From an optimization exercise on the open Yosys and OpenROAD flow, aimed at small area and a short achievable clock period; shortcuts taken in it are not production practice.
In this exercise RTL edits were held to simulation tests only and were not proved equivalent to the original.

Setup of rev 12:
==> module fifo, before the edit <==
module fifo (size, data_out, full, empty, halffull, halfempty, data_in, write, read, clk_actual, rst);
    output [7:0] data_out;
    output       full;
    output       empty;
    output       halfempty;
    output       halffull;
    output [7:0] size;
    input  [7:0] data_in;
    input        write, read;
    input        clk_actual, rst;
    reg  [7:0] data_out;
    reg        full, empty, halffull, halfempty;
    reg  [6:0] n;           
    reg        w;           
    reg        nz;          
    reg        nf;          
    reg  [7:0] mem [0:95];
    assign size = {1'b0, n};
    wire wa = write & nf;   
    wire ra = read & nz;    
    integer i;
    always @(posedge clk_actual)
        if (wa) begin
            mem[0] <= data_in;
            for (i = 1; i < 96; i = i + 1)
                mem[i] <= mem[i-1];
        end
    wire [7:0]  lo;
    wire [12:0] hi;
    genvar g;
    generate
        for (g = 0; g < 8; g = g + 1) begin : dlo
            assign lo[g] = (n[2:0] == g);
        end
        for (g = 0; g < 13; g = g + 1) begin : dhi
            assign hi[g] = (n[6:3] == g);
        end
    endgenerate
    reg [7:0] rd;
    integer p;
    always @* begin
        rd = 8'h00;
        for (p = 0; p < 96; p = p + 1)
            rd = rd | ({8{lo[(p+1)%8] & hi[(p+1)/8]}} & mem[p]);
    end
    always @(posedge clk_actual)
        if (ra) data_out <= rd;
    wire [6:0] n_inc = n + 7'd1;
    wire [6:0] n_dec = n - 7'd1;
    wire [6:0] n_next = (wa & ~ra) ? n_inc : (ra & ~wa) ? n_dec : n;
    always @(posedge clk_actual or posedge rst)
        if (rst) begin
            n <= 7'd0;
            nz <= 1'b0;
            nf <= 1'b1;
            w <= 1'b0;
            full <= 1'b0;
            empty <= 1'b1;
            halffull <= 1'b0;
            halfempty <= 1'b0;
        end else begin
            n <= n_next;
            nz <= (n_next != 7'd0);
            nf <= (n_next != 7'd96);
            if (ra) w <= 1'b0;
            else if (wa) w <= 1'b1;
            full <= ~nf | (w & full);
            empty <= ~nz | (~w & empty);
            halffull <= (n == 7'd48) & w;
            halfempty <= (n == 7'd48) & ~w;
        end
endmodule
clock: 5.0 ns
lec_check: 0
cap_margin: 20
core_margin: 2
core_utilization: 40
setup_slack_margin: 0.4
slew_margin: 20
run.sh (not shown) runs the stock make flow with config.mk's settings and CLKGATE_MAP_FILE= SYNTH_SCRIPT=/design/flow/synth_recipe.tcl, a recipe that flattens the netlist after the stock synthesis.
Input changes introduced in rev 13 (baseline for comparison: rev 12):
==> flow/design.v <==
`timescale 1 ns / 100 ps
module counter(out, enable, reset, clock);
  output [7:0] 	out;
  input 	clock, reset, enable;
  reg [7:0] 	out;
 always @ (posedge clock or posedge reset)
  if(reset)
    out <= 8'h00;
  else if(enable)
    if(out == 8'h5F)  
    	out <= 8'h00;
    else  out <= out+1;
endmodule
`timescale 1 ns / 100 ps
module fifo (size, data_out, full, empty, halffull, halfempty, data_in, write, read, clk_actual, rst);
    output [7:0] data_out;
    output       full;
    output       empty;
    output       halfempty;
    output       halffull;
    output [7:0] size;
    input  [7:0] data_in;
    input        write, read;
    input        clk_actual, rst;
    reg  [7:0]  data_out;
    reg         full, empty, halffull, halfempty;
    reg  [6:0]  n;           
    reg  [7:0]  lo;          
    reg  [12:0] hi;          
    reg         w;           
    reg         nz;          
    reg         nf;          
    reg  [7:0]  mem [0:95];
    assign size = {1'b0, n};
    wire wa = write & nf;   
    wire ra = read & nz;    
    integer i;
    always @(posedge clk_actual)
        if (wa) begin
            mem[0] <= data_in;
            for (i = 1; i < 96; i = i + 1)
                mem[i] <= mem[i-1];
        end
    reg [7:0] rd;
    integer p;
    always @* begin
        rd = 8'h00;
        for (p = 0; p < 96; p = p + 1)
            rd = rd | ({8{lo[(p+1)%8] & hi[(p+1)/8]}} & mem[p]);
    end
    always @(posedge clk_actual)
        if (ra) data_out <= rd;
    wire inc = wa & ~ra;
    wire dec = ra & ~wa;
    wire [7:0]  lo_up = {lo[6:0], lo[7]};
    wire [7:0]  lo_dn = {lo[0], lo[7:1]};
    wire [12:0] hi_up = lo[7] ? {hi[11:0], 1'b0} : hi;
    wire [12:0] hi_dn = lo[0] ? {1'b0, hi[12:1]} : hi;
    wire is1  = lo[1] & hi[0];
    wire is95 = lo[7] & hi[11];
    wire is48 = lo[0] & hi[6];
    always @(posedge clk_actual or posedge rst)
        if (rst) begin
            n <= 7'd0;
            lo <= 8'd1;
            hi <= 13'd1;
            nz <= 1'b0;
            nf <= 1'b1;
            w <= 1'b0;
            full <= 1'b0;
            empty <= 1'b1;
            halffull <= 1'b0;
            halfempty <= 1'b0;
        end else begin
            if (inc) begin
                n <= n + 7'd1;
                lo <= lo_up;
                hi <= hi_up;
            end else if (dec) begin
                n <= n - 7'd1;
                lo <= lo_dn;
                hi <= hi_dn;
            end
            nz <= inc | (nz & ~(dec & is1));
            nf <= dec | (nf & ~(inc & is95));
            if (ra) w <= 1'b0;
            else if (wa) w <= 1'b1;
            full <= ~nf | (w & full);
            empty <= ~nz | (~w & empty);
            halffull <= is48 & w;
            halfempty <= is48 & ~w;
        end
endmodule
==> comparison <==
- Taking rev 12 as the reference, in rev 13 fraction of layout instances using a drive strength above 1 moved down, count of clock-buffer cells in the layout moved up.
- Diff rev 12 -> rev 13: highest achievable clock rate increased about 23%, core box area increased about 0.5%, wire length of the first global-routing pass decreased 31,000 um, number of sequential cells in the layout increased about 2.7%.

* * *

fifo, a different RTL version from the one above (not shown whole).
For scale: roughly 29,000 µm² of cells after synthesis.
==> flow/design.v (excerpt) <==
module fifo (size, data_out, full, empty, halffull, halfempty, data_in, write, read, clk_actual, rst);
==> module fifo, before the edit <==
module fifo (size, data_out, full, empty, halffull, halfempty, data_in, write, read, clk_actual, rst);
    output [7:0] data_out;
    output       full;
    output       empty;
    output       halfempty;
    output       halffull;
    output [7:0] size;
    input  [7:0] data_in;
    input        write, read;
    input        clk_actual, rst;
    reg  [7:0]  data_out;
    wire        empty;
    reg         full, empty_n, halffull, halfempty;
    assign      empty = ~empty_n;
    reg  [6:0]  n;           
    reg  [7:0]  lo;          
    reg  [12:0] hi;          
    reg         w;           
    reg         nz;          
    reg         fl;          
    reg  [7:0]  mem [0:95];
    assign size = {1'b0, n};
    wire wa = write & ~fl;   
    wire ra = read & nz;    
    integer i;
    always @(posedge clk_actual)
        if (wa) begin
            mem[0] <= data_in;
            for (i = 1; i < 96; i = i + 1)
                mem[i] <= mem[i-1];
        end
    reg [7:0] grp [0:12];
    reg [7:0] rd;
    integer g, k;
    always @* begin
        for (g = 0; g < 13; g = g + 1) begin
            grp[g] = 8'h00;
            for (k = 0; k < 8; k = k + 1)
                if (8*g + k >= 1 && 8*g + k <= 96)
                    grp[g] = grp[g] | ({8{lo[k]}} & mem[8*g + k - 1]);
        end
        rd = 8'h00;
        for (g = 0; g < 13; g = g + 1)
            rd = rd | ({8{hi[g] & ra}} & grp[g]);
    end
    always @(posedge clk_actual)
        data_out <= rd | ({8{~ra}} & data_out);
    wire inc = wa & ~ra;
    wire dec = ra & ~wa;
    reg  [6:0]  n_up, n_dn;
    integer b;
    always @* begin
        for (b = 0; b < 7; b = b + 1) begin
            n_up[b] = n[b] ^ ((n & ((7'd1 << b) - 7'd1)) == ((7'd1 << b) - 7'd1));
            n_dn[b] = n[b] ^ ((n & ((7'd1 << b) - 7'd1)) == 7'd0);
        end
    end
    wire [7:0]  lo_up = {lo[6:0], lo[7]};
    wire [7:0]  lo_dn = {lo[0], lo[7:1]};
    wire [12:0] hi_up = lo[7] ? {hi[11:0], 1'b0} : hi;
    wire [12:0] hi_dn = lo[0] ? {1'b0, hi[12:1]} : hi;
    wire is1  = lo[1] & hi[0];
    wire is95 = lo[7] & hi[11];
    wire is48 = lo[0] & hi[6];
    always @(posedge clk_actual or posedge rst)
        if (rst) begin
            n <= 7'd0;
            lo <= 8'd1;
            hi <= 13'd1;
            nz <= 1'b0;
            fl <= 1'b0;
            w <= 1'b0;
            full <= 1'b0;
            empty_n <= 1'b0;
            halffull <= 1'b0;
            halfempty <= 1'b0;
        end else begin
            if (inc) begin
                n <= n_up;
                lo <= lo_up;
                hi <= hi_up;
            end else if (dec) begin
                n <= n_dn;
                lo <= lo_dn;
                hi <= hi_dn;
            end
            nz <= inc | (nz & ~(dec & is1));
            fl <= ~dec & (fl | (inc & is95));
            if (ra) w <= 1'b0;
            else if (wa) w <= 1'b1;
            full <= fl | (w & full);
            empty_n <= nz & (w | empty_n);
            halffull <= is48 & w;
            halfempty <= is48 & ~w;
        end
endmodule
clock: 5.0 ns
lec_check: 0
cap_margin: 20
core_margin: 2
core_utilization: 55
setup_slack_margin: 3.0
slew_margin: 20
tns_end_percent: 5
standard.sh (not shown) runs the stock make flow with config.mk's settings and CLKGATE_MAP_FILE= SYNTH_SCRIPT=/design/flow/synth_recipe.tcl, a recipe that flattens the netlist after the stock synthesis.
==> flow/flow/run.sh <==
#!/bin/bash
# Layout flow: the standard ORFS flow (standard.sh), with clock tree
# synthesis set to larger sink clusters and no dummy loads, and repair free to
# change a cell's footprint. Make's output goes to flow_make.log here; each
# ORFS step keeps its own log under orfs/logs/.
set -euo pipefail
CTS="-sink_clustering_enable -repair_clock_nets -dont_use_dummy_load"
CTS="$CTS -sink_clustering_size 25 -sink_clustering_max_diameter 90"
bash standard.sh MATCH_CELL_FOOTPRINT=0 "CTS_ARGS=$CTS" finish > flow_make.log 2>&1
The baseline finished with timing, DRC and antenna clean.
Edit:
--- a/flow/design.v
+++ b/flow/design.v
@@ -42,21 +42,21 @@
             mem[0] <= data_in;
             for (i = 1; i < 96; i = i + 1)
                 mem[i] <= mem[i-1];
         end
-    reg [7:0] grp [0:12];
+    reg [7:0] col [0:7];
     reg [7:0] rd;
     integer g, k;
     always @* begin
-        for (g = 0; g < 13; g = g + 1) begin
-            grp[g] = 8'h00;
-            for (k = 0; k < 8; k = k + 1)
+        for (k = 0; k < 8; k = k + 1) begin
+            col[k] = 8'h00;
+            for (g = 0; g < 13; g = g + 1)
                 if (8*g + k >= 1 && 8*g + k <= 96)
-                    grp[g] = grp[g] | ({8{lo[k]}} & mem[8*g + k - 1]);
+                    col[k] = col[k] | ({8{hi[g]}} & mem[8*g + k - 1]);
         end
         rd = 8'h00;
-        for (g = 0; g < 13; g = g + 1)
-            rd = rd | ({8{hi[g] & ra}} & grp[g]);
+        for (k = 0; k < 8; k = k + 1)
+            rd = rd | ({8{lo[k] & ra}} & col[k]);
     end
     always @(posedge clk_actual)
         data_out <= rd | ({8{~ra}} & data_out);
     wire inc = wa & ~ra;
The new run produced a clean layout.
Clock skew goes down by 0.0041 ns.
Worst setup slack is better by 0.24 ns.
Wire length is about the same.
Hold slack improves by 0.0039 ns.
Final cell count fell by a few percent.
Utilization is about the same.

static timing again, ports no longer ideal:
How much do the figures lean on ideal ports? The routed layouts below were timed once more, with nothing changed but the port constraints. Step 1, drivers: a clkbuf_16 drives clk_actual and a buf_2 each remaining input, both assumed. Step 2 adds t to the input delays and takes it off the output delays; t is the mean of the earliest and latest rising clock arrival at the registers after step 1. Input paths then give back, and output paths get back, about the clock's delay inside the block. a / b / c = ideal ports / drivers / drivers and shift; a / b = the first two.
| run | t (ns) | slack for setup (ns) | worst slew at a driven data input, ns |
|---|---|---|---|
| rev 12 | 0.712 | 1.111 / 1.111 / 1.100 | 0.05 |
| rev 13 | 0.688 | 1.825 / 1.863 / 1.176 | 0.06 |
| the first run of note 2 | 0.641 | 2.616 / 2.616 / 2.252 | 0.04 |
| the second run of note 2 | 0.625 | 2.853 / 2.798 / 2.602 | 0.04 |
After both steps setup and hold are still met in every run listed. For rev 13, which loses most, drivers alone change the setup slack by +0.038 ns; drivers and shift together by -0.649 ns.
